This design comes from an exercise in tuning for small area on the open sky130 flow, not from production work.
In this exercise RTL edits were held to simulation tests only and were not proved equivalent to the original.
The flow treats the clock pin as an ideal source, which a real chip does not have.
Power is estimated from default activity; no workload was simulated.

Setup of build 79:
// top
module top(
    input clk,                           
    input reset,                         
    input tick,                          
    input [5:0] SW,                      
    input [3:1] KEY,                     
    output [6:0] HEX0, HEX1, HEX2,
                   HEX3, HEX4, HEX5,
    output [16:0] LEDR
);
Size in the first run: ~570 cells after synthesis, ~71 flip-flops, ~71 I/O pins, about 0.0045 mm² of cells after synthesis.
Settings: LEC_CHECK=0, CAP_MARGIN=20, CORE_MARGIN=2, CORE_UTILIZATION=60, GPL_TIMING_DRIVEN=0, SLEW_MARGIN=20; clock period 20.0 ns.
standard.sh (not shown) runs the stock make flow with config.mk's settings and CLKGATE_MAP_FILE= SYNTH_SCRIPT=/design/flow/synth_recipe.tcl, a recipe that flattens the netlist after the stock synthesis.
==> flow/flow/run.sh <==
#!/bin/bash
# Layout flow: the standard ORFS flow (standard.sh) with these changes:
#  * synthesis is the standard flow's own script (synth_recipe.tcl) except for the logic
#    mapping: ABC runs an area-oriented script (deepsyn, then mapping with
#    &nf) with several random seeds and the smallest result is kept, and
#    adder cells are not extracted first. Registers are not touched by ABC,
#    so they are exactly the standard synthesis's;
#  * the buffers synthesis puts on pass-through outputs are removed at
#    floorplan (REMOVE_ABC_BUFFERS), as port buffering adds its own;
#  * ports are buffered with the smallest buffer cell;
#  * clock tree: clkbuf_8 cells only and no dummy loads.
# Every tool's output goes to a log file in this folder (ORFS's own per-step
# logs are under orfs/logs; flow.log has make's output).
set -euo pipefail
W=$(pwd)
SEEDS="1 2 3 4"
for s in $SEEDS; do
  printf 'strash\n&get -n\n&deepsyn -T 45 -S %s\n&put\n&get -n\n&dch -f\n&nf -R 1000\n&put\n' "$s" > "$W/area_$s.abc"
done
{
  echo "set area_seeds {$SEEDS}"
  echo "set area_dir {$W}"
  cat <<'EOT'
proc abc {args} {
  global area_seeds area_dir
  set i [lsearch -exact $args -script]
  set lib [lindex $args [expr {[lsearch -exact $args -liberty] + 1}]]
  yosys design -save area_pre_abc
  set best ""
  foreach s $area_seeds {
    yosys design -load area_pre_abc
    lset args [expr {$i + 1}] "$area_dir/area_$s.abc"
    yosys abc {*}$args
    set st [tee -q -s result.string stat -liberty $lib]
    regexp {Chip area for module[^:]*:\s*([0-9.]+)} $st -> a
    puts "AREA_SEED $s: $a"
    if {$best eq "" || $a < $best} {
      set best $a
      yosys design -save area_best
    }
  }
  yosys design -load area_best
  puts "AREA_BEST $best"
}
EOT
  cat synth_recipe.tcl
} > area_synth.tcl
sed "s#SYNTH_SCRIPT=[^ ]*#SYNTH_SCRIPT=$W/area_synth.tcl REMOVE_ABC_BUFFERS=1#" standard.sh > area_standard.sh
grep -q "SYNTH_SCRIPT=$W/area_synth.tcl" area_standard.sh
export ADDER_MAP_FILE=
export BUFFER_PORTS_ARGS="-buffer_cell sky130_fd_sc_hd__buf_1"
export CTS_ARGS="-sink_clustering_enable -repair_clock_nets -dont_use_dummy_load -buf_list sky130_fd_sc_hd__clkbuf_8"
bash area_standard.sh > flow.log 2>&1
Build 79 did not stop at any stage, and its layout met the timing, DRC and antenna checks.
Inputs modified between build 79 and build 86:
-- flow/flow/run.sh --
<<< build 79, line 9
#    floorplan (REMOVE_ABC_BUFFERS), as port buffering adds its own;
#  * ports are buffered with the smallest buffer cell;
#  * clock tree: clkbuf_8 cells only and no dummy loads.
# Every tool's output goes to a log file in this folder (ORFS's own per-step
# logs are under orfs/logs; flow.log has make's output).
>>> build 86, line 9
#    floorplan (REMOVE_ABC_BUFFERS), as port buffering adds its own;
#  * ports are buffered with the smallest buffer cell;
#  * clock tree: clkbuf_8 cells and no dummy loads, then each clock buffer
#    is downsized to the smallest clkbuf cell that keeps the flip-flop clock
#    pins' slew under 115 ps (flow/post_cts.tcl, run by ORFS after CTS).
# Every tool's output goes to a log file in this folder (ORFS's own per-step
# logs are under orfs/logs; flow.log has make's output).
<<< build 79, line 51
export BUFFER_PORTS_ARGS="-buffer_cell sky130_fd_sc_hd__buf_1"
export CTS_ARGS="-sink_clustering_enable -repair_clock_nets -dont_use_dummy_load -buf_list sky130_fd_sc_hd__clkbuf_8"
bash area_standard.sh > flow.log 2>&1
>>> build 86, line 53
export BUFFER_PORTS_ARGS="-buffer_cell sky130_fd_sc_hd__buf_1"
export CTS_ARGS="-sink_clustering_enable -repair_clock_nets -dont_use_dummy_load -buf_list sky130_fd_sc_hd__clkbuf_8"
export POST_CTS_TCL="$W/flow/post_cts.tcl"
bash area_standard.sh > flow.log 2>&1
==> flow/flow/post_cts.tcl (new file) <==
set clk_sizes {sky130_fd_sc_hd__clkbuf_2 sky130_fd_sc_hd__clkbuf_4 sky130_fd_sc_hd__clkbuf_8 sky130_fd_sc_hd__clkbuf_16}
set clk_slew_limit 0.115

proc worst_clk_pin_slew {} {
  estimate_parasitics -placement
  set worst 0
  foreach pin [get_pins -hierarchical */CLK] {
    set s [get_property $pin slew_max]
    if {$s > $worst} { set worst $s }
  }
  return $worst
}

set clk_bufs {}
foreach inst [get_cells -hierarchical clkbuf_*] {
  lappend clk_bufs [get_name $inst]
}
# leaf buffers (names clkbuf_<level>_<index>__f_...) before the root
set clk_bufs [lsort -decreasing $clk_bufs]
puts "clock buffer sizing: worst flip-flop clock slew before [worst_clk_pin_slew]"
foreach name $clk_bufs {
  set orig [get_property [get_cells $name] ref_name]
  set done 0
  foreach cell $clk_sizes {
    if {$cell eq $orig} { break }
    replace_cell $name $cell
    if {[worst_clk_pin_slew] <= $clk_slew_limit} {
      puts "clock buffer sizing: $name $orig -> $cell"
      set done 1
      break
    }
  }
  if {!$done} { replace_cell $name $orig }
}
puts "clock buffer sizing: worst flip-flop clock slew after [worst_clk_pin_slew]"
detailed_placement
check_placement -verbose
Results
Setup slack in build 86 is smaller than in build 79.
Status: wire length of the first global-routing pass parity (build 86, build 79)
Taking build 79 as the reference, in build 86 via count rose 17, signed area change from the synthesized netlist to the final layout fell 1.2 points, die area about even.
Here is what was changed in the inputs of build 37 compared with build 86.
-- flow/flow/run.sh --
<<< build 86, line 6
#    adder cells are not extracted first. Registers are not touched by ABC,
#    so they are exactly the standard synthesis's;
#  * the buffers synthesis puts on pass-through outputs are removed at
#    floorplan (REMOVE_ABC_BUFFERS), as port buffering adds its own;
#  * ports are buffered with the smallest buffer cell;
#  * clock tree: clkbuf_8 cells and no dummy loads, then each clock buffer
#    is downsized to the smallest clkbuf cell that keeps the flip-flop clock
#    pins' slew under 115 ps (flow/post_cts.tcl, run by ORFS after CTS).
# Every tool's output goes to a log file in this folder (ORFS's own per-step
# logs are under orfs/logs; flow.log has make's output).
>>> build 37, line 6
#    adder cells are not extracted first. Registers are not touched by ABC,
#    so they are exactly the standard synthesis's;
#  * ports are buffered with the smallest buffer cell;
#  * clock tree: clkbuf_8 cells only and no dummy loads.
# Every tool's output goes to a log file in this folder (ORFS's own per-step
# logs are under orfs/logs; flow.log has make's output).
<<< build 86, line 53
export BUFFER_PORTS_ARGS="-buffer_cell sky130_fd_sc_hd__buf_1"
export CTS_ARGS="-sink_clustering_enable -repair_clock_nets -dont_use_dummy_load -buf_list sky130_fd_sc_hd__clkbuf_8"
export POST_CTS_TCL="$W/flow/post_cts.tcl"
bash area_standard.sh > flow.log 2>&1
>>> build 37, line 49
export BUFFER_PORTS_ARGS="-buffer_cell sky130_fd_sc_hd__buf_1"
export CTS_ARGS="-sink_clustering_enable -repair_clock_nets -dont_use_dummy_load -buf_list sky130_fd_sc_hd__clkbuf_8"
bash area_standard.sh > flow.log 2>&1
removed: flow/flow/post_cts.tcl
==> notes.md <==
Taking build 86 as the reference, in build 37 number of inserted diodes did not really move, switching power as a share of total power went down, pin count of the biggest net entering global routing did not really move.
When the final numbers for build 37 and build 86 were put side by side, the total wire length turned out to be smaller in build 37.
Build 37 consumes more power than build 86 does.
Reported for build 37 and build 86, vertical extent of the die turned out identical to the last digit.
Cmp build 37 and build 86 / final area / higher: build 37
Side by side, clock network fraction of design power turned out higher in build 37 than in build 86.
## Diff of input files: build 24 against build 37
-- flow/flow/run.sh --
<<< build 37, line 6
#    adder cells are not extracted first. Registers are not touched by ABC,
#    so they are exactly the standard synthesis's;
#  * ports are buffered with the smallest buffer cell;
#  * clock tree: clkbuf_8 cells only and no dummy loads.
>>> build 24, line 6
#    adder cells are not extracted first. Registers are not touched by ABC,
#    so they are exactly the standard synthesis's;
#  * the buffers synthesis puts on pass-through outputs are removed at
#    floorplan (REMOVE_ABC_BUFFERS), as port buffering adds its own;
#  * ports are buffered with the smallest buffer cell;
#  * clock tree: clkbuf_8 cells only and no dummy loads.
<<< build 37, line 48
export ADDER_MAP_FILE=
export BUFFER_PORTS_ARGS="-buffer_cell sky130_fd_sc_hd__buf_1"
export CTS_ARGS="-sink_clustering_enable -repair_clock_nets -dont_use_dummy_load -buf_list sky130_fd_sc_hd__clkbuf_8"
bash area_standard.sh > flow.log 2>&1
>>> build 24, line 50
export ADDER_MAP_FILE=
export BUFFER_PORTS_ARGS="-buffer_cell sky130_fd_sc_hd__buf_1"
export CTS_ARGS="-sink_clustering_enable -repair_clock_nets -dont_use_dummy_load -buf_list sky130_fd_sc_hd__clkbuf_8 -sink_buffer_max_cap_derate 1.0"
bash area_standard.sh > flow.log 2>&1
### Flow results
Reported for build 37 and build 24, ratio of final minimum period to clock period turned out identical to the last digit.
In terms of normalized max-slew margin, build 37 and build 24 differ only marginally.
Total of max-cap violations came out exactly the same in build 37 and build 24.
Between build 24 and build 37, the total power consumption of the routed design does not differ in any meaningful way.
On post-DP HPWL, build 37 and build 24 are neck and neck.

========
top again, from the RTL that the note above started with.
Settings: LEC_CHECK=0, CAP_MARGIN=20, CORE_MARGIN=2, CORE_UTILIZATION=60, SLEW_MARGIN=20; clock period 20.0 ns.
==> flow/flow/run.sh <==
#!/bin/bash
# Layout flow: the standard ORFS flow (standard.sh) with these changes:
#  * synthesis is the standard flow's own script (synth_recipe.tcl) except that ABC maps the
#    logic with an area-oriented script (flow/area.abc) and adder cells are not
#    extracted first; registers are left exactly as the standard synthesis makes them;
#  * ports are buffered with the smallest buffer cell;
#  * the clock tree inserts no dummy loads.
# Every tool's output goes to a log file in this folder (ORFS's own per-step logs
# are under orfs/logs).
set -euo pipefail
W=$(pwd)
{
  echo 'proc abc {args} {'
  echo '  set i [lsearch -exact $args -script]'
  echo "  if {\$i >= 0} { lset args [expr {\$i + 1}] {$W/flow/area.abc} }"
  echo '  yosys abc {*}$args'
  echo '}'
  cat synth_recipe.tcl
} > area_synth.tcl
sed "s#SYNTH_SCRIPT=[^ ]*#SYNTH_SCRIPT=$W/area_synth.tcl#" standard.sh > area_standard.sh
grep -q "SYNTH_SCRIPT=$W/area_synth.tcl" area_standard.sh
export ADDER_MAP_FILE=
export BUFFER_PORTS_ARGS="-buffer_cell sky130_fd_sc_hd__buf_1"
export CTS_ARGS="-sink_clustering_enable -repair_clock_nets -dont_use_dummy_load"
bash area_standard.sh > flow.log 2>&1
==> flow/flow/area.abc <==
strash
&get -n
&deepsyn -T 60
&put
&get -n
&dch -f
&nf -R 1000
&put
Edit:
--- a/flow/flow/run.sh
+++ b/flow/flow/run.sh
@@ -5,4 +5,3 @@
 #    extracted first; registers are left exactly as the standard synthesis makes them;
-#  * ports are buffered with the smallest buffer cell;
-#  * the clock tree inserts no dummy loads.
+#  * ports are buffered with the smallest buffer cell.
 # Every tool's output goes to a log file in this folder (ORFS's own per-step logs
Cell count is unchanged.
Wire length does not change.
Worst setup slack does not change.
Design area is unchanged.

[port drivers added, routing unchanged]
Ports are ideal in the flow. The routed layouts listed here were re-timed in OpenROAD. Step 1 (the two cells are an assumption about what drives the block):
set clk [get_ports {clk}]
set_driving_cell -lib_cell sky130_fd_sc_hd__clkbuf_16 $clk
set_driving_cell -lib_cell sky130_fd_sc_hd__buf_2 [delete_from_list [all_inputs] $clk]
Step 2 adds t to the input delays and takes it off the output delays; t is the mean of the earliest and latest rising clock arrival at the registers after step 1. Input paths then give back, and output paths get back, about the clock's delay inside the block. a / b / c = ideal / step 1 / step 2; a / b = the first two.
run | shift t [ns] | slack for setup (ns) | latest minus earliest clock arrival (ns)
build 79 | 0.378 | 7.975 / 7.954 / 7.954 | 0.017 / 0.018
build 86 | 0.534 | 7.949 / 7.927 / 7.927 | 0.039 / 0.038
build 37 | 0.378 | 7.975 / 7.954 / 7.954 | 0.017 / 0.018
build 24 | 0.378 | 7.975 / 7.954 / 7.954 | 0.017 / 0.018
the first run of note 2 | 0.371 | 8.084 / 8.064 / 8.064 | 0.023 / 0.022
the second run of note 2 | 0.371 | 8.084 / 8.064 / 8.064 | 0.023 / 0.022
After both steps setup and hold are still met in every run listed. For build 86, which loses most, drivers alone change the setup slack by -0.022 ns; drivers and shift together by -0.022 ns.
